This is an optimization exercise on Yosys and OpenROAD, whose aim is small area and a short achievable clock period, not a production implementation. Where RTL was checked, it was by simulation tests only, not by an equivalence proof against the original. Function not checked in run 1: the RTL went through the layout flow alone.

==> flow/design.v (outline; a module is shown in full before it is edited, if it fits) <==
// module PrefixAdd32: 169 lines
// module ConvEngine: 858 lines
module ConvEngine (
    input         clk,
    input         rst,
    input  [31:0] DMAport,
    input         acc_enable,
    input         acc_clear,
    output [31:0] result
);
  // ...
==> flow/run.sh <==
#!/bin/bash
# synth_recipe.tcl (not shown) runs the flow's synth.tcl, then flattens the netlist and writes it again
# the make line also repeats each setting of config.mk as NAME=value (left out here)
make -C /OpenROAD-flow-scripts/flow DESIGN_CONFIG=/design/flow/config.mk WORK_HOME=/design/flow/orfs CLKGATE_MAP_FILE= SYNTH_SCRIPT=/design/flow/synth_recipe.tcl finish
==> flow/config.mk <==
export PLATFORM = sky130hd
export DESIGN_NAME = ConvEngine
export DESIGN_NICKNAME = ConvEngine
export VERILOG_FILES = /design/flow/design.v
export SDC_FILE = /design/flow/constraint.sdc
export NUM_CORES = 4
export LEC_CHECK = 0
export CAP_MARGIN = 20
export CORE_MARGIN = 2
export CORE_UTILIZATION = 40
export CTS_BUF_LIST = sky130_fd_sc_hd__clkbuf_8
export SETUP_SLACK_MARGIN = 4.5
export SLEW_MARGIN = 20
export SYNTH_HIERARCHICAL = 1
export SYNTH_MINIMUM_KEEP_SIZE = 0
==> flow/constraint.sdc <==
create_clock -name core_clock -period 10.0 [get_ports {clk}]
set_input_delay 2.0000 -clock core_clock [delete_from_list [all_inputs] [get_ports {clk}]]
set_output_delay 2.0000 -clock core_clock [all_outputs]
set_load 0.01 [all_outputs]
==> results.txt, run 1 <==
- The flow ran to the end and the layout has no timing, DRC or antenna violations.
- Dividing the synthesized area by the synthesized cell count gives around 12 µm².
- The number of tapcells is 672.
- Tracing the worst setup path back leads to its startpoint at acc_p[11].
- The share of the cycle needed by the critical path after routing is 0.528.
- The startpoint identified for the worst register-to-register timing path is vv.
- Derived from the worst setup path, the maximum achievable clock frequency is between 150 and 200 MHz.
- The routed wire length is between 40 and 50 mm.
- The most common cell after layout, fill and taps aside is sky130_fd_sc_hd__inv_1.
- The fraction of final cell area spent on non-clock buffers in this run is 0.0330.
- The share of the final layout cell area in sequential cells is 0.392.
- The final layout net count is ~2.1k.
- Dividing the detail-routed wire length by the instance count gives around 18 µm.
- The sequential area share after synthesis is 0.441.
- The aggregate negative setup slack is 0 ps.
- The footprint of the flip-flops and latches is ~0.0090 mm².
- Hold repair after CTS inserted 0 buffers.
- The post-synthesis share of cell area spent on xor and xnor gates is 0.0719.
- The pin count of the biggest net entering global routing is 65.
- The final RePlAce weighted congestion is just over 0.9.
- Once the clock tree was built, the resizer swapped 2 gates to a different size.
- The core region area is between 0.05 and 0.06 mm².
- The category of the most critical setup path is register to primary output.
- From bottom edge to top edge, the die measures roughly 230 µm.
- The number of max-slew violations in the final report is 0.
- The post-synthesis to final-layout area growth is 12.5%.
- Max-cap violations in this run came to 0.
- The number of antenna cells inserted is 0.
- The multi-input combinational cells in the finished layout cover a total of just over 0.01 mm².
==> module ConvEngine, before the edit <==
module ConvEngine (
    input         clk,
    input         rst,
    input  [31:0] DMAport,
    input         acc_enable,
    input         acc_clear,
    output [31:0] result
);
  reg  [23:0] R0, R1, R2, R3, R4, R5;
  reg  [5:0]  z;               
  reg  [2:0]  lr;              
  reg  [31:0] acc_p, acc_g;    
  reg  [17:0] Ws, Wc, V;       
  reg  [2:0]  wrow;            
  reg         wv, vv;          
  wire [18:0] t1a, t1b;        
  wire [31:0] early;           
  wire [31:0] t2p, t2g;        
  wire [17:0] wres;            
  wire       wr  = DMAport[7];
  wire [2:0] sel = DMAport[2:0];
  wire [23:0] data = DMAport[31:8];
  wire       valid = wr & (sel < 3'd6);
  always @(posedge clk) begin
    if (wr) begin
      case (sel)
        3'd0: R0 <= data;
        3'd1: R1 <= data;
        3'd2: R2 <= data;
        3'd3: R3 <= data;
        3'd4: R4 <= data;
        3'd5: R5 <= data;
        default: ;
      endcase
    end
  end
  wire [2:0] lrn = valid ? ((sel == 3'd0 || sel == 3'd3) ? 3'b001 :
                            (sel == 3'd1 || sel == 3'd4) ? 3'b010 : 3'b100) : lr;
  wire [5:0] zn = z & ~({5'd0, valid} << sel);
  always @(posedge clk or posedge rst) begin
    if (rst) begin
      z <= 6'b111111;
      lr <= 3'b001;
    end else begin
      z <= zn;
      lr <= lrn;
    end
  end
  wire       wp = valid & (sel < 3'd3);      
  wire       wk = valid & (sel >= 3'd3);     
  wire [2:0] qp = {3{~wp}} & lrn & ~z[2:0];
  wire [2:0] qk = {3{~wk}} & lrn & ~z[5:3];
  wire [23:0] xp_n = ({24{wp}} & data) | ({24{qp[0]}} & R0) | ({24{qp[1]}} & R1) | ({24{qp[2]}} & R2);
  wire [23:0] xk_n = ({24{wk}} & data) | ({24{qk[0]}} & R3) | ({24{qk[1]}} & R4) | ({24{qk[2]}} & R5);
  wire [11:0] bo_n, bt_n, bn_n;
  genvar gm, gi;
  generate
    for (gm = 0; gm < 3; gm = gm + 1) begin : enc
      wire [7:0] k = xk_n[16 - 8 * gm +: 8];
      wire [8:0] kx = {k, 1'b0};
      for (gi = 0; gi < 4; gi = gi + 1) begin : dig
        assign bo_n[4 * gm + gi] = kx[2 * gi + 1] ^ kx[2 * gi];
        assign bt_n[4 * gm + gi] = (kx[2 * gi + 2] ^ kx[2 * gi + 1]) & ~(kx[2 * gi + 1] ^ kx[2 * gi]);
        assign bn_n[4 * gm + gi] = kx[2 * gi + 2];
      end
    end
  endgenerate
  wire [1:0] bc_n = xk_n[23] + xk_n[15] + xk_n[7];
  reg  [23:0] XP;
  reg  [11:0] bo, bt, bn;
  reg  [1:0]  bc;
  always @(posedge clk or posedge rst) begin
    if (rst) begin
      XP <= 24'd0;
      bo <= 12'd0;
      bt <= 12'd0;
      bn <= 12'd0;
      bc <= 2'd0;
    end else begin
      XP <= xp_n;
      bo <= bo_n;
      bt <= bt_n;
      bn <= bn_n;
      bc <= bc_n;
    end
  end
  wire [23:0] pix = XP;
  wire        lchg = (lrn != lr);
  wire        v_from_w = ~|(wrow & lrn);           
  always @(posedge clk) begin
    if (lchg) begin
      Ws <= t1a[17:0];
      Wc <= t1b[17:0];
      V <= v_from_w ? wres : V;
    end
  end
  always @(posedge clk or posedge rst) begin
    if (rst) begin
      wrow <= 3'b010;
      wv <= 1'b0;
      vv <= 1'b0;
    end else if (lchg) begin
      wrow <= lr;
      wv <= 1'b1;
      vv <= v_from_w ? wv : vv;
    end
  end
  wire [17:0] Xs = {Ws[17] | ~wv, Ws[16:0] & {17{wv}}};
  wire [17:0] Xc = Wc & {18{wv}};
  wire [17:0] Y = {V[17] | ~vv, V[16:0] & {17{vv}}};
  always @(posedge clk or posedge rst) begin
    if (rst) begin
      acc_p <= 32'd0;
      acc_g <= 32'd0;
    end else if (acc_clear) begin
      acc_p <= 32'd0;
      acc_g <= 32'd0;
    end else if (acc_enable) begin
      acc_p <= t2p;
      acc_g <= t2g;
    end
  end
  PrefixAdd32 result_adder (.p(acc_p), .g(acc_g), .sum(result));
  wire n1 = (((bo[0] & pix[16])) ^ bn[0]);
  wire n2 = (((bo[0] & pix[17]) | (bt[0] & pix[16])) ^ bn[0]);
  wire n3 = (((bo[0] & pix[18]) | (bt[0] & pix[17])) ^ bn[0]);
  wire n4 = (((bo[0] & pix[19]) | (bt[0] & pix[18])) ^ bn[0]);
  wire n5 = (((bo[0] & pix[20]) | (bt[0] & pix[19])) ^ bn[0]);
  wire n6 = (((bo[0] & pix[21]) | (bt[0] & pix[20])) ^ bn[0]);
  wire n7 = (((bo[0] & pix[22]) | (bt[0] & pix[21])) ^ bn[0]);
  wire n8 = (((bo[0] & pix[23]) | (bt[0] & pix[22])) ^ bn[0]);
  wire n9 = ~(((bo[0] & pix[23]) | (bt[0] & pix[23])) ^ bn[0]);
  wire n10 = (((bo[1] & pix[16])) ^ bn[1]);
  wire n11 = (((bo[1] & pix[17]) | (bt[1] & pix[16])) ^ bn[1]);
  wire n12 = (((bo[1] & pix[18]) | (bt[1] & pix[17])) ^ bn[1]);
  wire n13 = (((bo[1] & pix[19]) | (bt[1] & pix[18])) ^ bn[1]);
  wire n14 = (((bo[1] & pix[20]) | (bt[1] & pix[19])) ^ bn[1]);
  wire n15 = (((bo[1] & pix[21]) | (bt[1] & pix[20])) ^ bn[1]);
  wire n16 = (((bo[1] & pix[22]) | (bt[1] & pix[21])) ^ bn[1]);
  wire n17 = (((bo[1] & pix[23]) | (bt[1] & pix[22])) ^ bn[1]);
  wire n18 = ~(((bo[1] & pix[23]) | (bt[1] & pix[23])) ^ bn[1]);
  wire n19 = (((bo[2] & pix[16])) ^ bn[2]);
  wire n20 = (((bo[2] & pix[17]) | (bt[2] & pix[16])) ^ bn[2]);
  wire n21 = (((bo[2] & pix[18]) | (bt[2] & pix[17])) ^ bn[2]);
  wire n22 = (((bo[2] & pix[19]) | (bt[2] & pix[18])) ^ bn[2]);
  wire n23 = (((bo[2] & pix[20]) | (bt[2] & pix[19])) ^ bn[2]);
  wire n24 = (((bo[2] & pix[21]) | (bt[2] & pix[20])) ^ bn[2]);
  wire n25 = (((bo[2] & pix[22]) | (bt[2] & pix[21])) ^ bn[2]);
  wire n26 = (((bo[2] & pix[23]) | (bt[2] & pix[22])) ^ bn[2]);
  wire n27 = ~(((bo[2] & pix[23]) | (bt[2] & pix[23])) ^ bn[2]);
  wire n28 = (((bo[3] & pix[16])) ^ bn[3]);
  wire n29 = (((bo[3] & pix[17]) | (bt[3] & pix[16])) ^ bn[3]);
  wire n30 = (((bo[3] & pix[18]) | (bt[3] & pix[17])) ^ bn[3]);
  wire n31 = (((bo[3] & pix[19]) | (bt[3] & pix[18])) ^ bn[3]);
  wire n32 = (((bo[3] & pix[20]) | (bt[3] & pix[19])) ^ bn[3]);
  wire n33 = (((bo[3] & pix[21]) | (bt[3] & pix[20])) ^ bn[3]);
  wire n34 = (((bo[3] & pix[22]) | (bt[3] & pix[21])) ^ bn[3]);
  wire n35 = (((bo[3] & pix[23]) | (bt[3] & pix[22])) ^ bn[3]);
  wire n36 = ~(((bo[3] & pix[23]) | (bt[3] & pix[23])) ^ bn[3]);
  wire n37 = (((bo[4] & pix[8])) ^ bn[4]);
  wire n38 = (((bo[4] & pix[9]) | (bt[4] & pix[8])) ^ bn[4]);
  wire n39 = (((bo[4] & pix[10]) | (bt[4] & pix[9])) ^ bn[4]);
  wire n40 = (((bo[4] & pix[11]) | (bt[4] & pix[10])) ^ bn[4]);
  wire n41 = (((bo[4] & pix[12]) | (bt[4] & pix[11])) ^ bn[4]);
  wire n42 = (((bo[4] & pix[13]) | (bt[4] & pix[12])) ^ bn[4]);
  wire n43 = (((bo[4] & pix[14]) | (bt[4] & pix[13])) ^ bn[4]);
  wire n44 = (((bo[4] & pix[15]) | (bt[4] & pix[14])) ^ bn[4]);
  wire n45 = ~(((bo[4] & pix[15]) | (bt[4] & pix[15])) ^ bn[4]);
  wire n46 = (((bo[5] & pix[8])) ^ bn[5]);
  wire n47 = (((bo[5] & pix[9]) | (bt[5] & pix[8])) ^ bn[5]);
  wire n48 = (((bo[5] & pix[10]) | (bt[5] & pix[9])) ^ bn[5]);
  wire n49 = (((bo[5] & pix[11]) | (bt[5] & pix[10])) ^ bn[5]);
  wire n50 = (((bo[5] & pix[12]) | (bt[5] & pix[11])) ^ bn[5]);
  wire n51 = (((bo[5] & pix[13]) | (bt[5] & pix[12])) ^ bn[5]);
  wire n52 = (((bo[5] & pix[14]) | (bt[5] & pix[13])) ^ bn[5]);
  wire n53 = (((bo[5] & pix[15]) | (bt[5] & pix[14])) ^ bn[5]);
  wire n54 = ~(((bo[5] & pix[15]) | (bt[5] & pix[15])) ^ bn[5]);
  wire n55 = (((bo[6] & pix[8])) ^ bn[6]);
  wire n56 = (((bo[6] & pix[9]) | (bt[6] & pix[8])) ^ bn[6]);
  wire n57 = (((bo[6] & pix[10]) | (bt[6] & pix[9])) ^ bn[6]);
  wire n58 = (((bo[6] & pix[11]) | (bt[6] & pix[10])) ^ bn[6]);
  wire n59 = (((bo[6] & pix[12]) | (bt[6] & pix[11])) ^ bn[6]);
  wire n60 = (((bo[6] & pix[13]) | (bt[6] & pix[12])) ^ bn[6]);
  wire n61 = (((bo[6] & pix[14]) | (bt[6] & pix[13])) ^ bn[6]);
  wire n62 = (((bo[6] & pix[15]) | (bt[6] & pix[14])) ^ bn[6]);
  wire n63 = ~(((bo[6] & pix[15]) | (bt[6] & pix[15])) ^ bn[6]);
  wire n64 = (((bo[7] & pix[8])) ^ bn[7]);
  wire n65 = (((bo[7] & pix[9]) | (bt[7] & pix[8])) ^ bn[7]);
  wire n66 = (((bo[7] & pix[10]) | (bt[7] & pix[9])) ^ bn[7]);
  wire n67 = (((bo[7] & pix[11]) | (bt[7] & pix[10])) ^ bn[7]);
  wire n68 = (((bo[7] & pix[12]) | (bt[7] & pix[11])) ^ bn[7]);
  wire n69 = (((bo[7] & pix[13]) | (bt[7] & pix[12])) ^ bn[7]);
  wire n70 = (((bo[7] & pix[14]) | (bt[7] & pix[13])) ^ bn[7]);
  wire n71 = (((bo[7] & pix[15]) | (bt[7] & pix[14])) ^ bn[7]);
  wire n72 = ~(((bo[7] & pix[15]) | (bt[7] & pix[15])) ^ bn[7]);
  wire n73 = (((bo[8] & pix[0])) ^ bn[8]);
  wire n74 = (((bo[8] & pix[1]) | (bt[8] & pix[0])) ^ bn[8]);
  wire n75 = (((bo[8] & pix[2]) | (bt[8] & pix[1])) ^ bn[8]);
  wire n76 = (((bo[8] & pix[3]) | (bt[8] & pix[2])) ^ bn[8]);
  wire n77 = (((bo[8] & pix[4]) | (bt[8] & pix[3])) ^ bn[8]);
  wire n78 = (((bo[8] & pix[5]) | (bt[8] & pix[4])) ^ bn[8]);
  wire n79 = (((bo[8] & pix[6]) | (bt[8] & pix[5])) ^ bn[8]);
  wire n80 = (((bo[8] & pix[7]) | (bt[8] & pix[6])) ^ bn[8]);
  wire n81 = ~(((bo[8] & pix[7]) | (bt[8] & pix[7])) ^ bn[8]);
  wire n82 = (((bo[9] & pix[0])) ^ bn[9]);
  wire n83 = (((bo[9] & pix[1]) | (bt[9] & pix[0])) ^ bn[9]);
  wire n84 = (((bo[9] & pix[2]) | (bt[9] & pix[1])) ^ bn[9]);
  wire n85 = (((bo[9] & pix[3]) | (bt[9] & pix[2])) ^ bn[9]);
  wire n86 = (((bo[9] & pix[4]) | (bt[9] & pix[3])) ^ bn[9]);
  wire n87 = (((bo[9] & pix[5]) | (bt[9] & pix[4])) ^ bn[9]);
  wire n88 = (((bo[9] & pix[6]) | (bt[9] & pix[5])) ^ bn[9]);
  wire n89 = (((bo[9] & pix[7]) | (bt[9] & pix[6])) ^ bn[9]);
  wire n90 = ~(((bo[9] & pix[7]) | (bt[9] & pix[7])) ^ bn[9]);
  wire n91 = (((bo[10] & pix[0])) ^ bn[10]);
  wire n92 = (((bo[10] & pix[1]) | (bt[10] & pix[0])) ^ bn[10]);
  wire n93 = (((bo[10] & pix[2]) | (bt[10] & pix[1])) ^ bn[10]);
  wire n94 = (((bo[10] & pix[3]) | (bt[10] & pix[2])) ^ bn[10]);
  wire n95 = (((bo[10] & pix[4]) | (bt[10] & pix[3])) ^ bn[10]);
  wire n96 = (((bo[10] & pix[5]) | (bt[10] & pix[4])) ^ bn[10]);
  wire n97 = (((bo[10] & pix[6]) | (bt[10] & pix[5])) ^ bn[10]);
  wire n98 = (((bo[10] & pix[7]) | (bt[10] & pix[6])) ^ bn[10]);
  wire n99 = ~(((bo[10] & pix[7]) | (bt[10] & pix[7])) ^ bn[10]);
  wire n100 = (((bo[11] & pix[0])) ^ bn[11]);
  wire n101 = (((bo[11] & pix[1]) | (bt[11] & pix[0])) ^ bn[11]);
  wire n102 = (((bo[11] & pix[2]) | (bt[11] & pix[1])) ^ bn[11]);
  wire n103 = (((bo[11] & pix[3]) | (bt[11] & pix[2])) ^ bn[11]);
  wire n104 = (((bo[11] & pix[4]) | (bt[11] & pix[3])) ^ bn[11]);
  wire n105 = (((bo[11] & pix[5]) | (bt[11] & pix[4])) ^ bn[11]);
  wire n106 = (((bo[11] & pix[6]) | (bt[11] & pix[5])) ^ bn[11]);
  wire n107 = (((bo[11] & pix[7]) | (bt[11] & pix[6])) ^ bn[11]);
  wire n108 = ~(((bo[11] & pix[7]) | (bt[11] & pix[7])) ^ bn[11]);
  wire n109 = bn[2] ^ bn[6] ^ bn[10];
  wire n110 = (bn[2] & bn[6]) | (bn[2] & bn[10]) | (bn[6] & bn[10]);
  wire n111 = n5 ^ n12;
  wire n112 = n5 & n12;
  wire n113 = n6 ^ n13 ^ n20;
  wire n114 = (n6 & n13) | (n6 & n20) | (n13 & n20);
  wire n115 = bc[0] ^ n7 ^ n14;
  wire n116 = (bc[0] & n7) | (bc[0] & n14) | (n7 & n14);
  wire n117 = n21 ^ n28 ^ n43;
  wire n118 = (n21 & n28) | (n21 & n43) | (n28 & n43);
  wire n119 = n50 ^ n57;
  wire n120 = n50 & n57;
  wire n121 = bc[1] ^ n8 ^ n15;
  wire n122 = (bc[1] & n8) | (bc[1] & n15) | (n8 & n15);
  wire n123 = n22 ^ n29 ^ n44;
  wire n124 = (n22 & n29) | (n22 & n44) | (n29 & n44);
  wire n125 = n51 ^ n58 ^ n65;
  wire n126 = (n51 & n58) | (n51 & n65) | (n58 & n65);
  wire n127 = n80 ^ n87;
  wire n128 = n80 & n87;
  wire n129 = 1'b1 ^ n9 ^ n16;
  wire n130 = (1'b1 & n9) | (1'b1 & n16) | (n9 & n16);
  wire n131 = n23 ^ n30 ^ n45;
  wire n132 = (n23 & n30) | (n23 & n45) | (n30 & n45);
  wire n133 = n52 ^ n59 ^ n66;
  wire n134 = (n52 & n59) | (n52 & n66) | (n59 & n66);
  wire n135 = n81 ^ n88 ^ n95;
  wire n136 = (n81 & n88) | (n81 & n95) | (n88 & n95);
  wire n137 = n17 ^ n24 ^ n31;
  wire n138 = (n17 & n24) | (n17 & n31) | (n24 & n31);
  wire n139 = n53 ^ n60 ^ n67;
  wire n140 = (n53 & n60) | (n53 & n67) | (n60 & n67);
  wire n141 = n18 ^ n25 ^ n32;
  wire n142 = (n18 & n25) | (n18 & n32) | (n25 & n32);
  wire n143 = bn[1] ^ bn[5] ^ bn[9];
  wire n144 = (bn[1] & bn[5]) | (bn[1] & bn[9]) | (bn[5] & bn[9]);
  wire n145 = n3 ^ n10;
  wire n146 = n3 & n10;
  wire n147 = n4 ^ n11 ^ n40;
  wire n148 = (n4 & n11) | (n4 & n40) | (n11 & n40);
  wire n149 = n19 ^ n41 ^ n48;
  wire n150 = (n19 & n41) | (n19 & n48) | (n41 & n48);
  wire n151 = n55 ^ n77 ^ n84;
  wire n152 = (n55 & n77) | (n55 & n84) | (n77 & n84);
  wire n153 = n42 ^ n49 ^ n56;
  wire n154 = (n42 & n49) | (n42 & n56) | (n49 & n56);
  wire n155 = n78 ^ n85 ^ n92;
  wire n156 = (n78 & n85) | (n78 & n92) | (n85 & n92);
  wire n157 = n110 ^ n112;
  wire n158 = n110 & n112;
  wire n159 = n64 ^ n79 ^ n86;
  wire n160 = (n64 & n79) | (n64 & n86) | (n79 & n86);
  wire n161 = n93 ^ n100 ^ n119;
  wire n162 = (n93 & n100) | (n93 & n119) | (n100 & n119);
  wire n163 = n114 ^ n115 ^ n117;
  wire n164 = (n114 & n115) | (n114 & n117) | (n115 & n117);
  wire n165 = n94 ^ n101 ^ n120;
  wire n166 = (n94 & n101) | (n94 & n120) | (n101 & n120);
  wire n167 = n127 ^ n116 ^ n118;
  wire n168 = (n127 & n116) | (n127 & n118) | (n116 & n118);
  wire n169 = n121 ^ n123 ^ n125;
  wire n170 = (n121 & n123) | (n121 & n125) | (n123 & n125);
  wire n171 = n102 ^ n128 ^ n122;
  wire n172 = (n102 & n128) | (n102 & n122) | (n128 & n122);
  wire n173 = n124 ^ n126 ^ n129;
  wire n174 = (n124 & n126) | (n124 & n129) | (n126 & n129);
  wire n175 = n131 ^ n133 ^ n135;
  wire n176 = (n131 & n133) | (n131 & n135) | (n133 & n135);
  wire n177 = n89 ^ n96 ^ n103;
  wire n178 = (n89 & n96) | (n89 & n103) | (n96 & n103);
  wire n179 = n130 ^ n132 ^ n134;
  wire n180 = (n130 & n132) | (n130 & n134) | (n132 & n134);
  wire n181 = n136 ^ n137 ^ n139;
  wire n182 = (n136 & n137) | (n136 & n139) | (n137 & n139);
  wire n183 = n54 ^ n61 ^ n68;
  wire n184 = (n54 & n61) | (n54 & n68) | (n61 & n68);
  wire n185 = n90 ^ n97 ^ n104;
  wire n186 = (n90 & n97) | (n90 & n104) | (n97 & n104);
  wire n187 = n138 ^ n140 ^ n141;
  wire n188 = (n138 & n140) | (n138 & n141) | (n140 & n141);
  wire n189 = n26 ^ n33 ^ n62;
  wire n190 = (n26 & n33) | (n26 & n62) | (n33 & n62);
  wire n191 = n69 ^ n98 ^ n105;
  wire n192 = (n69 & n98) | (n69 & n105) | (n98 & n105);
  wire n193 = n27 ^ n34 ^ n63;
  wire n194 = (n27 & n34) | (n27 & n63) | (n34 & n63);
  wire n195 = bn[0] ^ bn[4] ^ bn[8];
  wire n196 = (bn[0] & bn[4]) | (bn[0] & bn[8]) | (bn[4] & bn[8]);
  wire n197 = n39 ^ n46 ^ n75;
  wire n198 = (n39 & n46) | (n39 & n75) | (n46 & n75);
  wire n199 = n47 ^ n76 ^ n83;
  wire n200 = (n47 & n76) | (n47 & n83) | (n76 & n83);
  wire n201 = n144 ^ n146;
  wire n202 = n144 & n146;
  wire n203 = n91 ^ n109 ^ n111;
  wire n204 = (n91 & n109) | (n91 & n111) | (n109 & n111);
  wire n205 = n148 ^ n149 ^ n151;
  wire n206 = (n148 & n149) | (n148 & n151) | (n149 & n151);
  wire n207 = n150 ^ n152 ^ n153;
  wire n208 = (n150 & n152) | (n150 & n153) | (n152 & n153);
  wire n209 = n155 ^ n113 ^ n157;
  wire n210 = (n155 & n113) | (n155 & n157) | (n113 & n157);
  wire n211 = n154 ^ n156 ^ n159;
  wire n212 = (n154 & n156) | (n154 & n159) | (n156 & n159);
  wire n213 = n158 ^ n161 ^ n163;
  wire n214 = (n158 & n161) | (n158 & n163) | (n161 & n163);
  wire n215 = n160 ^ n165 ^ n162;
  wire n216 = (n160 & n165) | (n160 & n162) | (n165 & n162);
  wire n217 = n167 ^ n164 ^ n169;
  wire n218 = (n167 & n164) | (n167 & n169) | (n164 & n169);
  wire n219 = n166 ^ n168 ^ n171;
  wire n220 = (n166 & n168) | (n166 & n171) | (n168 & n171);
  wire n221 = n170 ^ n173 ^ n175;
  wire n222 = (n170 & n173) | (n170 & n175) | (n173 & n175);
  wire n223 = n177 ^ n172 ^ n179;
  wire n224 = (n177 & n172) | (n177 & n179) | (n172 & n179);
  wire n225 = n174 ^ n176 ^ n181;
  wire n226 = (n174 & n176) | (n174 & n181) | (n176 & n181);
  wire n227 = n178 ^ n183 ^ n185;
  wire n228 = (n178 & n183) | (n178 & n185) | (n183 & n185);
  wire n229 = n180 ^ n182 ^ n187;
  wire n230 = (n180 & n182) | (n180 & n187) | (n182 & n187);
  wire n231 = n142 ^ n184 ^ n186;
  wire n232 = (n142 & n184) | (n142 & n186) | (n184 & n186);
  wire n233 = n189 ^ n191 ^ n188;
  wire n234 = (n189 & n191) | (n189 & n188) | (n191 & n188);
  wire n235 = n70 ^ n99 ^ n106;
  wire n236 = (n70 & n99) | (n70 & n106) | (n99 & n106);
  wire n237 = n190 ^ n192 ^ n193;
  wire n238 = (n190 & n192) | (n190 & n193) | (n192 & n193);
  wire n239 = n35 ^ n71 ^ n107;
  wire n240 = (n35 & n71) | (n35 & n107) | (n71 & n107);
  wire n241 = n1 ^ n37;
  wire n242 = n1 & n37;
  wire n243 = n2 ^ n38 ^ n74;
  wire n244 = (n2 & n38) | (n2 & n74) | (n38 & n74);
  wire n245 = n82 ^ n143 ^ n145;
  wire n246 = (n82 & n143) | (n82 & n145) | (n143 & n145);
  wire n247 = n198 ^ n199 ^ n147;
  wire n248 = (n198 & n199) | (n198 & n147) | (n199 & n147);
  wire n249 = n200 ^ n202 ^ n203;
  wire n250 = (n200 & n202) | (n200 & n203) | (n202 & n203);
  wire n251 = n204 ^ n206 ^ n207;
  wire n252 = (n204 & n206) | (n204 & n207) | (n206 & n207);
  wire n253 = n208 ^ n211 ^ n210;
  wire n254 = (n208 & n211) | (n208 & n210) | (n211 & n210);
  wire n255 = n212 ^ n215 ^ n214;
  wire n256 = (n212 & n215) | (n212 & n214) | (n215 & n214);
  wire n257 = n216 ^ n219 ^ n218;
  wire n258 = (n216 & n219) | (n216 & n218) | (n219 & n218);
  wire n259 = n220 ^ n223 ^ n222;
  wire n260 = (n220 & n223) | (n220 & n222) | (n223 & n222);
  wire n261 = n227 ^ n224 ^ n226;
  wire n262 = (n227 & n224) | (n227 & n226) | (n224 & n226);
  wire n263 = n231 ^ n228 ^ n233;
  wire n264 = (n231 & n228) | (n231 & n233) | (n228 & n233);
  wire n265 = n235 ^ n232 ^ n237;
  wire n266 = (n235 & n232) | (n235 & n237) | (n232 & n237);
  wire n267 = n194 ^ n236 ^ n239;
  wire n268 = (n194 & n236) | (n194 & n239) | (n236 & n239);
  wire n269 = n36 ^ n72 ^ n108;
  wire n270 = (n36 & n72) | (n36 & n108) | (n72 & n108);
  wire n271 = n73 ^ n195;
  wire n272 = n73 & n195;
  wire n273 = n196 ^ n242 ^ n243;
  wire n274 = (n196 & n242) | (n196 & n243) | (n242 & n243);
  wire n275 = n244 ^ n197 ^ n245;
  wire n276 = (n244 & n197) | (n244 & n245) | (n197 & n245);
  wire n277 = n201 ^ n246 ^ n247;
  wire n278 = (n201 & n246) | (n201 & n247) | (n246 & n247);
  wire n279 = n248 ^ n205 ^ n249;
  wire n280 = (n248 & n205) | (n248 & n249) | (n205 & n249);
  wire n281 = n209 ^ n250 ^ n251;
  wire n282 = (n209 & n250) | (n209 & n251) | (n250 & n251);
  wire n283 = n252 ^ n253 ^ n213;
  wire n284 = (n252 & n253) | (n252 & n213) | (n253 & n213);
  wire n285 = n254 ^ n217 ^ n255;
  wire n286 = (n254 & n217) | (n254 & n255) | (n217 & n255);
  wire n287 = n221 ^ n256 ^ n257;
  wire n288 = (n221 & n256) | (n221 & n257) | (n256 & n257);
  wire n289 = n225 ^ n258 ^ n259;
  wire n290 = (n225 & n258) | (n225 & n259) | (n258 & n259);
  wire n291 = n229 ^ n260 ^ n261;
  wire n292 = (n229 & n260) | (n229 & n261) | (n260 & n261);
  wire n293 = n230 ^ n262 ^ n263;
  wire n294 = (n230 & n262) | (n230 & n263) | (n262 & n263);
  wire n295 = n234 ^ n265 ^ n264;
  wire n296 = (n234 & n265) | (n234 & n264) | (n265 & n264);
  wire n297 = n238 ^ n267 ^ n266;
  wire n298 = (n238 & n267) | (n238 & n266) | (n267 & n266);
  wire n299 = n240 ^ n269 ^ n268;
  wire n300 = (n240 & n269) | (n240 & n268) | (n269 & n268);
  assign t1a = {1'b0, 1'b0, 1'b1, n270, n299, n297, n295, n293, n291, n289, n287, n285, n283, n281, n279, n277, n275, n273, n271};
  assign t1b = {1'b0, 1'b0, 1'b0, n300, n298, n296, n294, n292, n290, n288, n286, n284, n282, n280, n278, n276, n274, n272, n241};
  wire n301 = (Ws[1] & Wc[1]) | ((Ws[1] ^ Wc[1]) & (Ws[0] & Wc[0]));
  wire n302 = (Ws[1] ^ Wc[1]) & (Ws[0] ^ Wc[0]);
  wire n303 = (Ws[3] & Wc[3]) | ((Ws[3] ^ Wc[3]) & (Ws[2] & Wc[2]));
  wire n304 = (Ws[3] ^ Wc[3]) & (Ws[2] ^ Wc[2]);
  wire n305 = (Ws[5] & Wc[5]) | ((Ws[5] ^ Wc[5]) & (Ws[4] & Wc[4]));
  wire n306 = (Ws[5] ^ Wc[5]) & (Ws[4] ^ Wc[4]);
  wire n307 = (Ws[7] & Wc[7]) | ((Ws[7] ^ Wc[7]) & (Ws[6] & Wc[6]));
  wire n308 = (Ws[7] ^ Wc[7]) & (Ws[6] ^ Wc[6]);
  wire n309 = (Ws[9] & Wc[9]) | ((Ws[9] ^ Wc[9]) & (Ws[8] & Wc[8]));
  wire n310 = (Ws[9] ^ Wc[9]) & (Ws[8] ^ Wc[8]);
  wire n311 = (Ws[11] & Wc[11]) | ((Ws[11] ^ Wc[11]) & (Ws[10] & Wc[10]));
  wire n312 = (Ws[11] ^ Wc[11]) & (Ws[10] ^ Wc[10]);
  wire n313 = (Ws[13] & Wc[13]) | ((Ws[13] ^ Wc[13]) & (Ws[12] & Wc[12]));
  wire n314 = (Ws[13] ^ Wc[13]) & (Ws[12] ^ Wc[12]);
  wire n315 = (Ws[15] & Wc[15]) | ((Ws[15] ^ Wc[15]) & (Ws[14] & Wc[14]));
  wire n316 = (Ws[15] ^ Wc[15]) & (Ws[14] ^ Wc[14]);
  wire n317 = (Ws[17] & Wc[17]) | ((Ws[17] ^ Wc[17]) & (Ws[16] & Wc[16]));
  wire n318 = (Ws[17] ^ Wc[17]) & (Ws[16] ^ Wc[16]);
  wire n319 = (Ws[2] & Wc[2]) | ((Ws[2] ^ Wc[2]) & n301);
  wire n320 = (Ws[2] ^ Wc[2]) & n302;
  wire n321 = n303 | (n304 & n301);
  wire n322 = n304 & n302;
  wire n323 = (Ws[6] & Wc[6]) | ((Ws[6] ^ Wc[6]) & n305);
  wire n324 = (Ws[6] ^ Wc[6]) & n306;
  wire n325 = n307 | (n308 & n305);
  wire n326 = n308 & n306;
  wire n327 = (Ws[10] & Wc[10]) | ((Ws[10] ^ Wc[10]) & n309);
  wire n328 = (Ws[10] ^ Wc[10]) & n310;
  wire n329 = n311 | (n312 & n309);
  wire n330 = n312 & n310;
  wire n331 = (Ws[14] & Wc[14]) | ((Ws[14] ^ Wc[14]) & n313);
  wire n332 = (Ws[14] ^ Wc[14]) & n314;
  wire n333 = n315 | (n316 & n313);
  wire n334 = n316 & n314;
  wire n335 = (Ws[4] & Wc[4]) | ((Ws[4] ^ Wc[4]) & n321);
  wire n336 = (Ws[4] ^ Wc[4]) & n322;
  wire n337 = n305 | (n306 & n321);
  wire n338 = n306 & n322;
  wire n339 = n323 | (n324 & n321);
  wire n340 = n324 & n322;
  wire n341 = n325 | (n326 & n321);
  wire n342 = n326 & n322;
  wire n343 = (Ws[12] & Wc[12]) | ((Ws[12] ^ Wc[12]) & n329);
  wire n344 = (Ws[12] ^ Wc[12]) & n330;
  wire n345 = n313 | (n314 & n329);
  wire n346 = n314 & n330;
  wire n347 = n331 | (n332 & n329);
  wire n348 = n332 & n330;
  wire n349 = n333 | (n334 & n329);
  wire n350 = n334 & n330;
  wire n351 = (Ws[8] & Wc[8]) | ((Ws[8] ^ Wc[8]) & n341);
  wire n352 = (Ws[8] ^ Wc[8]) & n342;
  wire n353 = n309 | (n310 & n341);
  wire n354 = n310 & n342;
  wire n355 = n327 | (n328 & n341);
  wire n356 = n328 & n342;
  wire n357 = n329 | (n330 & n341);
  wire n358 = n330 & n342;
  wire n359 = n343 | (n344 & n341);
  wire n360 = n344 & n342;
  wire n361 = n345 | (n346 & n341);
  wire n362 = n346 & n342;
  wire n363 = n347 | (n348 & n341);
  wire n364 = n348 & n342;
  wire n365 = n349 | (n350 & n341);
  wire n366 = n350 & n342;
  wire n367 = (Ws[16] & Wc[16]) | ((Ws[16] ^ Wc[16]) & n365);
  wire n368 = (Ws[16] ^ Wc[16]) & n366;
  wire n369 = n317 | (n318 & n365);
  wire n370 = n318 & n366;
  assign wres = {((Ws[17] ^ Wc[17]) ^ n367), ((Ws[16] ^ Wc[16]) ^ n365), ((Ws[15] ^ Wc[15]) ^ n363), ((Ws[14] ^ Wc[14]) ^ n361), ((Ws[13] ^ Wc[13]) ^ n359), ((Ws[12] ^ Wc[12]) ^ n357), ((Ws[11] ^ Wc[11]) ^ n355), ((Ws[10] ^ Wc[10]) ^ n353), ((Ws[9] ^ Wc[9]) ^ n351), ((Ws[8] ^ Wc[8]) ^ n341), ((Ws[7] ^ Wc[7]) ^ n339), ((Ws[6] ^ Wc[6]) ^ n337), ((Ws[5] ^ Wc[5]) ^ n335), ((Ws[4] ^ Wc[4]) ^ n321), ((Ws[3] ^ Wc[3]) ^ n319), ((Ws[2] ^ Wc[2]) ^ n301), ((Ws[1] ^ Wc[1]) ^ (Ws[0] & Wc[0])), (Ws[0] ^ Wc[0])};
  wire n371 = acc_p[1] ^ acc_g[0];
  wire n372 = acc_p[1] & acc_g[0];
  wire n373 = acc_p[2] ^ acc_g[1] ^ Xs[2];
  wire n374 = (acc_p[2] & acc_g[1]) | (acc_p[2] & Xs[2]) | (acc_g[1] & Xs[2]);
  wire n375 = acc_p[3] ^ acc_g[2] ^ Xs[3];
  wire n376 = (acc_p[3] & acc_g[2]) | (acc_p[3] & Xs[3]) | (acc_g[2] & Xs[3]);
  wire n377 = acc_p[4] ^ acc_g[3] ^ Xs[4];
  wire n378 = (acc_p[4] & acc_g[3]) | (acc_p[4] & Xs[4]) | (acc_g[3] & Xs[4]);
  wire n379 = acc_p[5] ^ acc_g[4] ^ Xs[5];
  wire n380 = (acc_p[5] & acc_g[4]) | (acc_p[5] & Xs[5]) | (acc_g[4] & Xs[5]);
  wire n381 = acc_p[6] ^ acc_g[5] ^ Xs[6];
  wire n382 = (acc_p[6] & acc_g[5]) | (acc_p[6] & Xs[6]) | (acc_g[5] & Xs[6]);
  wire n383 = acc_p[7] ^ acc_g[6] ^ Xs[7];
  wire n384 = (acc_p[7] & acc_g[6]) | (acc_p[7] & Xs[7]) | (acc_g[6] & Xs[7]);
  wire n385 = acc_p[8] ^ acc_g[7] ^ Xs[8];
  wire n386 = (acc_p[8] & acc_g[7]) | (acc_p[8] & Xs[8]) | (acc_g[7] & Xs[8]);
  wire n387 = acc_p[9] ^ acc_g[8] ^ Xs[9];
  wire n388 = (acc_p[9] & acc_g[8]) | (acc_p[9] & Xs[9]) | (acc_g[8] & Xs[9]);
  wire n389 = acc_p[10] ^ acc_g[9] ^ Xs[10];
  wire n390 = (acc_p[10] & acc_g[9]) | (acc_p[10] & Xs[10]) | (acc_g[9] & Xs[10]);
  wire n391 = acc_p[11] ^ acc_g[10] ^ Xs[11];
  wire n392 = (acc_p[11] & acc_g[10]) | (acc_p[11] & Xs[11]) | (acc_g[10] & Xs[11]);
  wire n393 = acc_p[12] ^ acc_g[11] ^ Xs[12];
  wire n394 = (acc_p[12] & acc_g[11]) | (acc_p[12] & Xs[12]) | (acc_g[11] & Xs[12]);
  wire n395 = acc_p[13] ^ acc_g[12] ^ Xs[13];
  wire n396 = (acc_p[13] & acc_g[12]) | (acc_p[13] & Xs[13]) | (acc_g[12] & Xs[13]);
  wire n397 = acc_p[14] ^ acc_g[13] ^ Xs[14];
  wire n398 = (acc_p[14] & acc_g[13]) | (acc_p[14] & Xs[14]) | (acc_g[13] & Xs[14]);
  wire n399 = acc_p[15] ^ acc_g[14] ^ Xs[15];
  wire n400 = (acc_p[15] & acc_g[14]) | (acc_p[15] & Xs[15]) | (acc_g[14] & Xs[15]);
  wire n401 = acc_p[16] ^ acc_g[15] ^ Xs[16];
  wire n402 = (acc_p[16] & acc_g[15]) | (acc_p[16] & Xs[16]) | (acc_g[15] & Xs[16]);
  wire n403 = acc_p[17] ^ acc_g[16] ^ 1'b1;
  wire n404 = (acc_p[17] & acc_g[16]) | (acc_p[17] & 1'b1) | (acc_g[16] & 1'b1);
  wire n405 = Xs[17] ^ Xc[17];
  wire n406 = Xs[17] & Xc[17];
  wire n407 = acc_p[0] ^ Xs[0];
  wire n408 = acc_p[0] & Xs[0];
  wire n409 = Xs[1] ^ Xc[1] ^ Y[1];
  wire n410 = (Xs[1] & Xc[1]) | (Xs[1] & Y[1]) | (Xc[1] & Y[1]);
  wire n411 = Xc[2] ^ Y[2] ^ n372;
  wire n412 = (Xc[2] & Y[2]) | (Xc[2] & n372) | (Y[2] & n372);
  wire n413 = Xc[3] ^ Y[3] ^ n374;
  wire n414 = (Xc[3] & Y[3]) | (Xc[3] & n374) | (Y[3] & n374);
  wire n415 = Xc[4] ^ Y[4] ^ n376;
  wire n416 = (Xc[4] & Y[4]) | (Xc[4] & n376) | (Y[4] & n376);
  wire n417 = Xc[5] ^ Y[5] ^ n378;
  wire n418 = (Xc[5] & Y[5]) | (Xc[5] & n378) | (Y[5] & n378);
  wire n419 = Xc[6] ^ Y[6] ^ n380;
  wire n420 = (Xc[6] & Y[6]) | (Xc[6] & n380) | (Y[6] & n380);
  wire n421 = Xc[7] ^ Y[7] ^ n382;
  wire n422 = (Xc[7] & Y[7]) | (Xc[7] & n382) | (Y[7] & n382);
  wire n423 = Xc[8] ^ Y[8] ^ n384;
  wire n424 = (Xc[8] & Y[8]) | (Xc[8] & n384) | (Y[8] & n384);
  wire n425 = Xc[9] ^ Y[9] ^ n386;
  wire n426 = (Xc[9] & Y[9]) | (Xc[9] & n386) | (Y[9] & n386);
  wire n427 = Xc[10] ^ Y[10] ^ n388;
  wire n428 = (Xc[10] & Y[10]) | (Xc[10] & n388) | (Y[10] & n388);
  wire n429 = Xc[11] ^ Y[11] ^ n390;
  wire n430 = (Xc[11] & Y[11]) | (Xc[11] & n390) | (Y[11] & n390);
  wire n431 = Xc[12] ^ Y[12] ^ n392;
  wire n432 = (Xc[12] & Y[12]) | (Xc[12] & n392) | (Y[12] & n392);
  wire n433 = Xc[13] ^ Y[13] ^ n394;
  wire n434 = (Xc[13] & Y[13]) | (Xc[13] & n394) | (Y[13] & n394);
  wire n435 = Xc[14] ^ Y[14] ^ n396;
  wire n436 = (Xc[14] & Y[14]) | (Xc[14] & n396) | (Y[14] & n396);
  wire n437 = Xc[15] ^ Y[15] ^ n398;
  wire n438 = (Xc[15] & Y[15]) | (Xc[15] & n398) | (Y[15] & n398);
  wire n439 = Xc[16] ^ Y[16] ^ n400;
  wire n440 = (Xc[16] & Y[16]) | (Xc[16] & n400) | (Y[16] & n400);
  wire n441 = Y[17] ^ n403 ^ n405;
  wire n442 = (Y[17] & n403) | (Y[17] & n405) | (n403 & n405);
  wire n443 = acc_p[18] ^ acc_g[17] ^ n404;
  wire n444 = (acc_p[18] & acc_g[17]) | (acc_p[18] & n404) | (acc_g[17] & n404);
  wire n445 = acc_p[19] ^ acc_g[18];
  wire n446 = acc_p[19] & acc_g[18];
  wire n447 = acc_p[20] ^ acc_g[19];
  wire n448 = acc_p[20] & acc_g[19];
  wire n449 = acc_p[21] ^ acc_g[20];
  wire n450 = acc_p[21] & acc_g[20];
  wire n451 = acc_p[22] ^ acc_g[21];
  wire n452 = acc_p[22] & acc_g[21];
  wire n453 = acc_p[23] ^ acc_g[22];
  wire n454 = acc_p[23] & acc_g[22];
  wire n455 = acc_p[24] ^ acc_g[23];
  wire n456 = acc_p[24] & acc_g[23];
  wire n457 = acc_p[25] ^ acc_g[24];
  wire n458 = acc_p[25] & acc_g[24];
  wire n459 = acc_p[26] ^ acc_g[25];
  wire n460 = acc_p[26] & acc_g[25];
  wire n461 = acc_p[27] ^ acc_g[26];
  wire n462 = acc_p[27] & acc_g[26];
  wire n463 = acc_p[28] ^ acc_g[27];
  wire n464 = acc_p[28] & acc_g[27];
  wire n465 = acc_p[29] ^ acc_g[28];
  wire n466 = acc_p[29] & acc_g[28];
  wire n467 = acc_p[30] ^ acc_g[29];
  wire n468 = acc_p[30] & acc_g[29];
  wire n469 = acc_p[31] ^ acc_g[30];
  wire n470 = acc_p[31] & acc_g[30];
  wire n471 = Xc[0] ^ Y[0];
  wire n472 = Xc[0] & Y[0];
  wire n473 = n371 ^ n408 ^ n409;
  wire n474 = (n371 & n408) | (n371 & n409) | (n408 & n409);
  wire n475 = n410 ^ n411 ^ n373;
  wire n476 = (n410 & n411) | (n410 & n373) | (n411 & n373);
  wire n477 = n412 ^ n375 ^ n413;
  wire n478 = (n412 & n375) | (n412 & n413) | (n375 & n413);
  wire n479 = n377 ^ n414 ^ n415;
  wire n480 = (n377 & n414) | (n377 & n415) | (n414 & n415);
  wire n481 = n379 ^ n416 ^ n417;
  wire n482 = (n379 & n416) | (n379 & n417) | (n416 & n417);
  wire n483 = n381 ^ n418 ^ n419;
  wire n484 = (n381 & n418) | (n381 & n419) | (n418 & n419);
  wire n485 = n383 ^ n420 ^ n421;
  wire n486 = (n383 & n420) | (n383 & n421) | (n420 & n421);
  wire n487 = n385 ^ n422 ^ n423;
  wire n488 = (n385 & n422) | (n385 & n423) | (n422 & n423);
  wire n489 = n387 ^ n424 ^ n425;
  wire n490 = (n387 & n424) | (n387 & n425) | (n424 & n425);
  wire n491 = n389 ^ n426 ^ n427;
  wire n492 = (n389 & n426) | (n389 & n427) | (n426 & n427);
  wire n493 = n391 ^ n428 ^ n429;
  wire n494 = (n391 & n428) | (n391 & n429) | (n428 & n429);
  wire n495 = n393 ^ n430 ^ n431;
  wire n496 = (n393 & n430) | (n393 & n431) | (n430 & n431);
  wire n497 = n395 ^ n432 ^ n433;
  wire n498 = (n395 & n432) | (n395 & n433) | (n432 & n433);
  wire n499 = n397 ^ n434 ^ n435;
  wire n500 = (n397 & n434) | (n397 & n435) | (n434 & n435);
  wire n501 = n399 ^ n436 ^ n437;
  wire n502 = (n399 & n436) | (n399 & n437) | (n436 & n437);
  wire n503 = n401 ^ n438 ^ n439;
  wire n504 = (n401 & n438) | (n401 & n439) | (n438 & n439);
  wire n505 = n402 ^ n441 ^ n440;
  wire n506 = (n402 & n441) | (n402 & n440) | (n441 & n440);
  wire n507 = n406 ^ n443 ^ n442;
  wire n508 = (n406 & n443) | (n406 & n442) | (n443 & n442);
  wire n509 = 1'b1 ^ n445 ^ n444;
  wire n510 = (1'b1 & n445) | (1'b1 & n444) | (n445 & n444);
  wire n511 = 1'b1 ^ n446 ^ n447;
  wire n512 = (1'b1 & n446) | (1'b1 & n447) | (n446 & n447);
  wire n513 = 1'b1 ^ n448 ^ n449;
  wire n514 = (1'b1 & n448) | (1'b1 & n449) | (n448 & n449);
  wire n515 = 1'b1 ^ n450 ^ n451;
  wire n516 = (1'b1 & n450) | (1'b1 & n451) | (n450 & n451);
  wire n517 = 1'b1 ^ n452 ^ n453;
  wire n518 = (1'b1 & n452) | (1'b1 & n453) | (n452 & n453);
  wire n519 = 1'b1 ^ n454 ^ n455;
  wire n520 = (1'b1 & n454) | (1'b1 & n455) | (n454 & n455);
  wire n521 = 1'b1 ^ n456 ^ n457;
  wire n522 = (1'b1 & n456) | (1'b1 & n457) | (n456 & n457);
  wire n523 = 1'b1 ^ n458 ^ n459;
  wire n524 = (1'b1 & n458) | (1'b1 & n459) | (n458 & n459);
  wire n525 = 1'b1 ^ n460 ^ n461;
  wire n526 = (1'b1 & n460) | (1'b1 & n461) | (n460 & n461);
  wire n527 = 1'b1 ^ n462 ^ n463;
  wire n528 = (1'b1 & n462) | (1'b1 & n463) | (n462 & n463);
  wire n529 = 1'b1 ^ n464 ^ n465;
  wire n530 = (1'b1 & n464) | (1'b1 & n465) | (n464 & n465);
  wire n531 = 1'b1 ^ n466 ^ n467;
  wire n532 = (1'b1 & n466) | (1'b1 & n467) | (n466 & n467);
  wire n533 = 1'b1 ^ n468 ^ n469;
  wire n534 = (1'b1 & n468) | (1'b1 & n469) | (n468 & n469);
  wire n535 = ((n473) & (n472)) | (((n473) ^ (n472)) & ((n471) & (n407)));
  wire n536 = ((n473) ^ (n472)) & ((n471) ^ (n407));
  wire n537 = ((n477) & (n476)) | (((n477) ^ (n476)) & ((n475) & (n474)));
  wire n538 = ((n477) ^ (n476)) & ((n475) ^ (n474));
  wire n539 = ((n481) & (n480)) | (((n481) ^ (n480)) & ((n479) & (n478)));
  wire n540 = ((n481) ^ (n480)) & ((n479) ^ (n478));
  wire n541 = ((n485) & (n484)) | (((n485) ^ (n484)) & ((n483) & (n482)));
  wire n542 = ((n485) ^ (n484)) & ((n483) ^ (n482));
  wire n543 = ((n489) & (n488)) | (((n489) ^ (n488)) & ((n487) & (n486)));
  wire n544 = ((n489) ^ (n488)) & ((n487) ^ (n486));
  wire n545 = ((n493) & (n492)) | (((n493) ^ (n492)) & ((n491) & (n490)));
  wire n546 = ((n493) ^ (n492)) & ((n491) ^ (n490));
  wire n547 = ((n497) & (n496)) | (((n497) ^ (n496)) & ((n495) & (n494)));
  wire n548 = ((n497) ^ (n496)) & ((n495) ^ (n494));
  wire n549 = ((n501) & (n500)) | (((n501) ^ (n500)) & ((n499) & (n498)));
  wire n550 = ((n501) ^ (n500)) & ((n499) ^ (n498));
  wire n551 = ((n505) & (n504)) | (((n505) ^ (n504)) & ((n503) & (n502)));
  wire n552 = ((n505) ^ (n504)) & ((n503) ^ (n502));
  wire n553 = ((n509) & (n508)) | (((n509) ^ (n508)) & ((n507) & (n506)));
  wire n554 = ((n509) ^ (n508)) & ((n507) ^ (n506));
  wire n555 = ((n513) & (n512)) | (((n513) ^ (n512)) & ((n511) & (n510)));
  wire n556 = ((n513) ^ (n512)) & ((n511) ^ (n510));
  wire n557 = ((n517) & (n516)) | (((n517) ^ (n516)) & ((n515) & (n514)));
  wire n558 = ((n517) ^ (n516)) & ((n515) ^ (n514));
  wire n559 = ((n521) & (n520)) | (((n521) ^ (n520)) & ((n519) & (n518)));
  wire n560 = ((n521) ^ (n520)) & ((n519) ^ (n518));
  wire n561 = ((n525) & (n524)) | (((n525) ^ (n524)) & ((n523) & (n522)));
  wire n562 = ((n525) ^ (n524)) & ((n523) ^ (n522));
  wire n563 = ((n529) & (n528)) | (((n529) ^ (n528)) & ((n527) & (n526)));
  wire n564 = ((n529) ^ (n528)) & ((n527) ^ (n526));
  wire n565 = ((n533) & (n532)) | (((n533) ^ (n532)) & ((n531) & (n530)));
  wire n566 = ((n533) ^ (n532)) & ((n531) ^ (n530));
  wire n567 = ((n475) & (n474)) | (((n475) ^ (n474)) & n535);
  wire n568 = ((n475) ^ (n474)) & n536;
  wire n569 = n537 | (n538 & n535);
  wire n570 = n538 & n536;
  wire n571 = ((n483) & (n482)) | (((n483) ^ (n482)) & n539);
  wire n572 = ((n483) ^ (n482)) & n540;
  wire n573 = n541 | (n542 & n539);
  wire n574 = n542 & n540;
  wire n575 = ((n491) & (n490)) | (((n491) ^ (n490)) & n543);
  wire n576 = ((n491) ^ (n490)) & n544;
  wire n577 = n545 | (n546 & n543);
  wire n578 = n546 & n544;
  wire n579 = ((n499) & (n498)) | (((n499) ^ (n498)) & n547);
  wire n580 = ((n499) ^ (n498)) & n548;
  wire n581 = n549 | (n550 & n547);
  wire n582 = n550 & n548;
  wire n583 = ((n507) & (n506)) | (((n507) ^ (n506)) & n551);
  wire n584 = ((n507) ^ (n506)) & n552;
  wire n585 = n553 | (n554 & n551);
  wire n586 = n554 & n552;
  wire n587 = ((n515) & (n514)) | (((n515) ^ (n514)) & n555);
  wire n588 = ((n515) ^ (n514)) & n556;
  wire n589 = n557 | (n558 & n555);
  wire n590 = n558 & n556;
  wire n591 = ((n523) & (n522)) | (((n523) ^ (n522)) & n559);
  wire n592 = ((n523) ^ (n522)) & n560;
  wire n593 = n561 | (n562 & n559);
  wire n594 = n562 & n560;
  wire n595 = ((n531) & (n530)) | (((n531) ^ (n530)) & n563);
  wire n596 = ((n531) ^ (n530)) & n564;
  wire n597 = n565 | (n566 & n563);
  wire n598 = n566 & n564;
  wire n599 = ((n479) & (n478)) | (((n479) ^ (n478)) & n569);
  wire n600 = ((n479) ^ (n478)) & n570;
  wire n601 = n539 | (n540 & n569);
  wire n602 = n540 & n570;
  wire n603 = n571 | (n572 & n569);
  wire n604 = n572 & n570;
  wire n605 = n573 | (n574 & n569);
  wire n606 = n574 & n570;
  wire n607 = ((n495) & (n494)) | (((n495) ^ (n494)) & n577);
  wire n608 = ((n495) ^ (n494)) & n578;
  wire n609 = n547 | (n548 & n577);
  wire n610 = n548 & n578;
  wire n611 = n579 | (n580 & n577);
  wire n612 = n580 & n578;
  wire n613 = n581 | (n582 & n577);
  wire n614 = n582 & n578;
  wire n615 = ((n511) & (n510)) | (((n511) ^ (n510)) & n585);
  wire n616 = ((n511) ^ (n510)) & n586;
  wire n617 = n555 | (n556 & n585);
  wire n618 = n556 & n586;
  wire n619 = n587 | (n588 & n585);
  wire n620 = n588 & n586;
  wire n621 = n589 | (n590 & n585);
  wire n622 = n590 & n586;
  wire n623 = ((n527) & (n526)) | (((n527) ^ (n526)) & n593);
  wire n624 = ((n527) ^ (n526)) & n594;
  wire n625 = n563 | (n564 & n593);
  wire n626 = n564 & n594;
  wire n627 = n595 | (n596 & n593);
  wire n628 = n596 & n594;
  wire n629 = n597 | (n598 & n593);
  wire n630 = n598 & n594;
  wire n631 = ((n487) & (n486)) | (((n487) ^ (n486)) & n605);
  wire n632 = ((n487) ^ (n486)) & n606;
  wire n633 = n543 | (n544 & n605);
  wire n634 = n544 & n606;
  wire n635 = n575 | (n576 & n605);
  wire n636 = n576 & n606;
  wire n637 = n577 | (n578 & n605);
  wire n638 = n578 & n606;
  wire n639 = n607 | (n608 & n605);
  wire n640 = n608 & n606;
  wire n641 = n609 | (n610 & n605);
  wire n642 = n610 & n606;
  wire n643 = n611 | (n612 & n605);
  wire n644 = n612 & n606;
  wire n645 = n613 | (n614 & n605);
  wire n646 = n614 & n606;
  wire n647 = ((n519) & (n518)) | (((n519) ^ (n518)) & n621);
  wire n648 = ((n519) ^ (n518)) & n622;
  wire n649 = n559 | (n560 & n621);
  wire n650 = n560 & n622;
  wire n651 = n591 | (n592 & n621);
  wire n652 = n592 & n622;
  wire n653 = n593 | (n594 & n621);
  wire n654 = n594 & n622;
  wire n655 = n623 | (n624 & n621);
  wire n656 = n624 & n622;
  wire n657 = n625 | (n626 & n621);
  wire n658 = n626 & n622;
  wire n659 = n627 | (n628 & n621);
  wire n660 = n628 & n622;
  wire n661 = n629 | (n630 & n621);
  wire n662 = n630 & n622;
  wire n663 = ((n503) & (n502)) | (((n503) ^ (n502)) & n645);
  wire n664 = ((n503) ^ (n502)) & n646;
  wire n665 = n551 | (n552 & n645);
  wire n666 = n552 & n646;
  wire n667 = n583 | (n584 & n645);
  wire n668 = n584 & n646;
  wire n669 = n585 | (n586 & n645);
  wire n670 = n586 & n646;
  wire n671 = n615 | (n616 & n645);
  wire n672 = n616 & n646;
  wire n673 = n617 | (n618 & n645);
  wire n674 = n618 & n646;
  wire n675 = n619 | (n620 & n645);
  wire n676 = n620 & n646;
  wire n677 = n621 | (n622 & n645);
  wire n678 = n622 & n646;
  wire n679 = n647 | (n648 & n645);
  wire n680 = n648 & n646;
  wire n681 = n649 | (n650 & n645);
  wire n682 = n650 & n646;
  wire n683 = n651 | (n652 & n645);
  wire n684 = n652 & n646;
  wire n685 = n653 | (n654 & n645);
  wire n686 = n654 & n646;
  wire n687 = n655 | (n656 & n645);
  wire n688 = n656 & n646;
  wire n689 = n657 | (n658 & n645);
  wire n690 = n658 & n646;
  wire n691 = n659 | (n660 & n645);
  wire n692 = n660 & n646;
  wire n693 = n661 | (n662 & n645);
  wire n694 = n662 & n646;
  assign early = {(((n533) ^ (n532)) ^ n691), (((n531) ^ (n530)) ^ n689), (((n529) ^ (n528)) ^ n687), (((n527) ^ (n526)) ^ n685), (((n525) ^ (n524)) ^ n683), (((n523) ^ (n522)) ^ n681), (((n521) ^ (n520)) ^ n679), (((n519) ^ (n518)) ^ n677), (((n517) ^ (n516)) ^ n675), (((n515) ^ (n514)) ^ n673), (((n513) ^ (n512)) ^ n671), (((n511) ^ (n510)) ^ n669), (((n509) ^ (n508)) ^ n667), (((n507) ^ (n506)) ^ n665), (((n505) ^ (n504)) ^ n663), (((n503) ^ (n502)) ^ n645), (((n501) ^ (n500)) ^ n643), (((n499) ^ (n498)) ^ n641), (((n497) ^ (n496)) ^ n639), (((n495) ^ (n494)) ^ n637), (((n493) ^ (n492)) ^ n635), (((n491) ^ (n490)) ^ n633), (((n489) ^ (n488)) ^ n631), (((n487) ^ (n486)) ^ n605), (((n485) ^ (n484)) ^ n603), (((n483) ^ (n482)) ^ n601), (((n481) ^ (n480)) ^ n599), (((n479) ^ (n478)) ^ n569), (((n477) ^ (n476)) ^ n567), (((n475) ^ (n474)) ^ n535), (((n473) ^ (n472)) ^ ((n471) & (n407))), ((n471) ^ (n407))};
  wire n695 = n271 ^ n241 ^ early[0];
  wire n696 = (n271 & n241) | (n271 & early[0]) | (n241 & early[0]);
  wire n697 = n273 ^ n272 ^ early[1];
  wire n698 = (n273 & n272) | (n273 & early[1]) | (n272 & early[1]);
  wire n699 = n275 ^ n274 ^ early[2];
  wire n700 = (n275 & n274) | (n275 & early[2]) | (n274 & early[2]);
  wire n701 = n277 ^ n276 ^ early[3];
  wire n702 = (n277 & n276) | (n277 & early[3]) | (n276 & early[3]);
  wire n703 = n279 ^ n278 ^ early[4];
  wire n704 = (n279 & n278) | (n279 & early[4]) | (n278 & early[4]);
  wire n705 = n281 ^ n280 ^ early[5];
  wire n706 = (n281 & n280) | (n281 & early[5]) | (n280 & early[5]);
  wire n707 = n283 ^ n282 ^ early[6];
  wire n708 = (n283 & n282) | (n283 & early[6]) | (n282 & early[6]);
  wire n709 = n285 ^ n284 ^ early[7];
  wire n710 = (n285 & n284) | (n285 & early[7]) | (n284 & early[7]);
  wire n711 = n287 ^ n286 ^ early[8];
  wire n712 = (n287 & n286) | (n287 & early[8]) | (n286 & early[8]);
  wire n713 = n289 ^ n288 ^ early[9];
  wire n714 = (n289 & n288) | (n289 & early[9]) | (n288 & early[9]);
  wire n715 = n291 ^ n290 ^ early[10];
  wire n716 = (n291 & n290) | (n291 & early[10]) | (n290 & early[10]);
  wire n717 = n293 ^ n292 ^ early[11];
  wire n718 = (n293 & n292) | (n293 & early[11]) | (n292 & early[11]);
  wire n719 = n295 ^ n294 ^ early[12];
  wire n720 = (n295 & n294) | (n295 & early[12]) | (n294 & early[12]);
  wire n721 = n297 ^ n296 ^ early[13];
  wire n722 = (n297 & n296) | (n297 & early[13]) | (n296 & early[13]);
  wire n723 = n299 ^ n298 ^ early[14];
  wire n724 = (n299 & n298) | (n299 & early[14]) | (n298 & early[14]);
  wire n725 = n270 ^ n300 ^ early[15];
  wire n726 = (n270 & n300) | (n270 & early[15]) | (n300 & early[15]);
  wire n727 = 1'b1 ^ early[16];
  wire n728 = 1'b1 & early[16];
  assign t2p = {early[31], early[30], early[29], early[28], early[27], early[26], early[25], early[24], early[23], early[22], early[21], early[20], early[19], early[18], (n728 ^ early[17]), (n726 ^ n727), (n724 ^ n725), (n722 ^ n723), (n720 ^ n721), (n718 ^ n719), (n716 ^ n717), (n714 ^ n715), (n712 ^ n713), (n710 ^ n711), (n708 ^ n709), (n706 ^ n707), (n704 ^ n705), (n702 ^ n703), (n700 ^ n701), (n698 ^ n699), (n696 ^ n697), n695};
  assign t2g = {1'b0, 1'b0, 1'b0, 1'b0, 1'b0, 1'b0, 1'b0, 1'b0, 1'b0, 1'b0, 1'b0, 1'b0, 1'b0, 1'b0, (n728 & early[17]), (n726 & n727), (n724 & n725), (n722 & n723), (n720 & n721), (n718 & n719), (n716 & n717), (n714 & n715), (n712 & n713), (n710 & n711), (n708 & n709), (n706 & n707), (n704 & n705), (n702 & n703), (n700 & n701), (n698 & n699), (n696 & n697), 1'b0};
endmodule
==> run 2: changes to the inputs <==
--- a/flow/design.v
+++ b/flow/design.v
@@ -181,7 +181,6 @@
   reg  [31:0] acc_p, acc_g;    
   reg  [17:0] Ws, Wc, V;       
   reg  [2:0]  wrow;            
-  reg         wv, vv;          
   wire [18:0] t1a, t1b;        
   wire [31:0] early;           
   wire [31:0] t2p, t2g;        
@@ -256,27 +255,22 @@
   wire [23:0] pix = XP;
   wire        lchg = (lrn != lr);
   wire        v_from_w = ~|(wrow & lrn);           
-  always @(posedge clk) begin
-    if (lchg) begin
-      Ws <= t1a[17:0];
-      Wc <= t1b[17:0];
-      V <= v_from_w ? wres : V;
-    end
-  end
   always @(posedge clk or posedge rst) begin
     if (rst) begin
+      Ws <= 18'h20000;
+      Wc <= 18'd0;
+      V <= 18'h20000;
       wrow <= 3'b010;
-      wv <= 1'b0;
-      vv <= 1'b0;
     end else if (lchg) begin
+      Ws <= t1a[17:0];
+      Wc <= t1b[17:0];
+      V <= v_from_w ? wres : V;
       wrow <= lr;
-      wv <= 1'b1;
-      vv <= v_from_w ? wv : vv;
     end
   end
-  wire [17:0] Xs = {Ws[17] | ~wv, Ws[16:0] & {17{wv}}};
-  wire [17:0] Xc = Wc & {18{wv}};
-  wire [17:0] Y = {V[17] | ~vv, V[16:0] & {17{vv}}};
+  wire [17:0] Xs = Ws;
+  wire [17:0] Xc = Wc;
+  wire [17:0] Y = V;
   always @(posedge clk or posedge rst) begin
     if (rst) begin
       acc_p <= 32'd0;
--- a/flow/config.mk
+++ b/flow/config.mk
@@ -9,7 +9,7 @@
 export CORE_MARGIN = 2
 export CORE_UTILIZATION = 40
 export CTS_BUF_LIST = sky130_fd_sc_hd__clkbuf_8
-export SETUP_SLACK_MARGIN = 4.5
+export SETUP_SLACK_MARGIN = 5
 export SLEW_MARGIN = 20
 export SYNTH_HIERARCHICAL = 1
 export SYNTH_MINIMUM_KEEP_SIZE = 0
==> run 2 against run 1 <==
  * Still clean on timing, DRC and antenna
  * Register-to-register slack gained 420 ps
  * Synthesized cell count grew 3.2%
  * Setup slack better by 350 ps
  * Global-route usage is 0.26 points lower
  * Count of clock-buffer cells in the layout shrank 6
  * Maximum frequency rose by 7.1%
  * Area after synthesis up 0.88%
  * Die area grew 0.86%
  * Critical path type unchanged
==> results.txt, run 2 <==
- The DRC marker count from the first detailed-route iteration was 986 (was 969).
- The share of the cycle needed by the critical path after routing is 0.493 (was 0.528).
- The insertion delay to the later sink of the worst-skew pair is 670 ps (was 650 ps).
- The sequential area share after synthesis is 0.425 (was 0.441).
- The overall die height is 230 µm (was 229 µm).
- The proportion of netlist area held by the largest area contributor is 0.211 (was 0.286).
- The clock transition time at the flip-flop clock pins of the worst setup and hold paths is 60 ps (about the same).
- The routed wire length came to 45.8 mm (was 46.6 mm).
- The pin count of the biggest net entering global routing is 176 (was 65).
- Run status: finished clean (unchanged).
- The dominant cell type by area after synthesis is sky130_fd_sc_hd__edfxtp_1 (unchanged).
- The post-synthesis to final-layout area growth is 13.4% (was 12.5%).
- The mean post-synth cell area is 11.3 µm² (was 11.6 µm²).
- The number of antenna cells inserted is 0 (unchanged).
- The aggregate negative setup slack is 0 ps (unchanged).
- The count of input and output buffers is 63 (unchanged).
- The max-capacitance violation count came to 0 (unchanged).
- The sort of element at the end of the critical path was a primary output (unchanged).
- The most common cell after layout, fill and taps aside is sky130_fd_sc_hd__inv_1 (unchanged).
- The routed wire length per instance is 17.5 µm (was 18.4 µm).
- The residual DRC count is 0 (unchanged).
- The remaining global-route overflow came to 0 (unchanged).
- The core region area was 0.0504 mm² (was 0.0502 mm²).
- The number of max-slew violations in the final report came to 0 (unchanged).
- The arrival time of data at the critical path endpoint is 2930 ps (was 3280 ps).
- The category of the most critical setup path is register to primary output (unchanged).
- The busiest metal layer after global routing is met2 (unchanged).
- The final RePlAce weighted congestion was 0.884 (was 0.921).
- The worst-case register-to-register setup slack is 5220 ps (was 4800 ps).
- The maximum operating frequency is 203 MHz (was 189 MHz).
- The number of buffers added to fix hold violations after cts is 0 (unchanged).
- The initial antenna violation count is 0 (unchanged).
- The final layout net count is 2174 (was 2101).
run 2: cell types whose count changed in the layout (fill, tap and decap cells not counted), moves of 14 or more:
cell and delta:
sky130_fd_sc_hd__nand2_1 -40, sky130_fd_sc_hd__nor2_1 +36, sky130_fd_sc_hd__xor2_1 -14, sky130_fd_sc_hd__a21oi_1 +21
sky130_fd_sc_hd__edfxtp_1 -50, sky130_fd_sc_hd__a222oi_1 -15, sky130_fd_sc_hd__clkdlybuf4s50_1 -20, sky130_fd_sc_hd__buf_4 +21
sky130_fd_sc_hd__dfrtp_1 +39
run 2: cells by family after synthesis:
| family | Yosys count | synth area share |
|---|---|---|
| buffers and inverters | 359 | 0.0673 |
| AO/OA/AOI/OAI | 348 | 0.131 |
| AND/OR/NAND/NOR | 329 | 0.0739 |
| flip-flops | 319 | 0.425 |
| adder cells (fa/ha/maj) | 245 | 0.208 |
| XOR/XNOR | 161 | 0.0687 |
| multiplexers | 52 | 0.0261 |
| other | 1 | 0.000183 |
run 2: cell type report:
| cell class | count | area [µm²] |
|---|---|---|
| Tap cell | 672 | 841 |
| Inverter | 259 | 976 |
| Clock buffer | 62 | 853 |
| Timing Repair Buffer | 101 | 901 |
| Multi-Input combinational cell | 1157 | 10700 |
| Fill cell | 4570 | 27100 |
| Sequential cell | 319 | 8730 |
| Clock inverter | 39 | 225 |
run 2: final timing paths:
kind                            startpoint         end  cells past startpoint
worst max register to register    acc_p[7]   acc_p[15]                     20
worst min-delay path                 R0[6]       XP[6]                      2
worst min register to register       R0[6]       XP[6]                      2
min in group asynchronous              rst       lr[1]                      3
max in group asynchronous              rst   acc_g[10]                      3
worst max-delay path              acc_g[1]  result[27]                     10
run 2: Yosys stat by module (local to each module, per instance):
| module | flops+latches | area [µm²] | cells inside |
|---|---|---|---|
| ConvEngine | 319 | 19700 | 1697 |
| PrefixAdd32 | 0 | 853 | 117 |
run 2: worst register-to-register path, cell delays in order (launching register included):
cell                       delay [ps]
sky130_fd_sc_hd__dfrtp_2          400
sky130_fd_sc_hd__buf_4            130
sky130_fd_sc_hd__inv_1             50
sky130_fd_sc_hd__fa_1             440
sky130_fd_sc_hd__fa_1             490
sky130_fd_sc_hd__inv_1             50
sky130_fd_sc_hd__fa_1             520
sky130_fd_sc_hd__ha_1             350
sky130_fd_sc_hd__o21ai_0          180
sky130_fd_sc_hd__nor2_1           110
sky130_fd_sc_hd__o221ai_2         200
sky130_fd_sc_hd__o21ai_2          130
sky130_fd_sc_hd__o21a_1           220
sky130_fd_sc_hd__nor2_2           120
sky130_fd_sc_hd__nor2b_1           60
sky130_fd_sc_hd__nor2_1           100
sky130_fd_sc_hd__xnor2_1          160
sky130_fd_sc_hd__fa_1             450
sky130_fd_sc_hd__ha_1             310
sky130_fd_sc_hd__mux2i_1          130
sky130_fd_sc_hd__nor2_1            50
run 2: stage by stage:
| stage | hold WS [ps] | util |
|---|---|---|
| after floorplan | 422 | - |
| after global placement | 428 | 0.434 |
| after detailed placement | 431 | 0.434 |
| after CTS | 416 | 0.459 |
| after global routing | 450 | 0.462 |
| final | 423 | 0.462 |
run 2: timing repair:
action	CTS	global route
pin swaps	5	19
cloned	0	0
gates resized for setup	36	37
endpoints found under the hold margin	0	0
setup endpoints to repair	23	26
buffers inserted	13	7
run 2: layer usage:
layer	wire [µm]	part of all wire
met1	20500	0.45
met2	22200	0.49
met3	1790	0.039
met4	1250	0.027
met5	0	0

==> afterwards: timing with drivers on the ports <==
Ports are ideal in the flow. The routed layouts listed here were re-timed in OpenROAD.
Step 1 assumes that a clkbuf_16 drives the clock port and a buf_2 every other input.
Step 2 also shifts input and output timing later by t, the mid clock arrival at the registers, as if the neighbouring blocks saw the same clock.
Slacks: ideal / step 1 / step 2; pairs: ideal / step 1.
| run | shift t [ns] | setup WS [ns] |
|---|---|---|
| run 1 | 0.692 | 4.720 / 4.668 / 4.644 |
| run 2 | 0.702 | 5.069 / 5.016 / 4.674 |
After both steps every run listed still meets setup and hold.
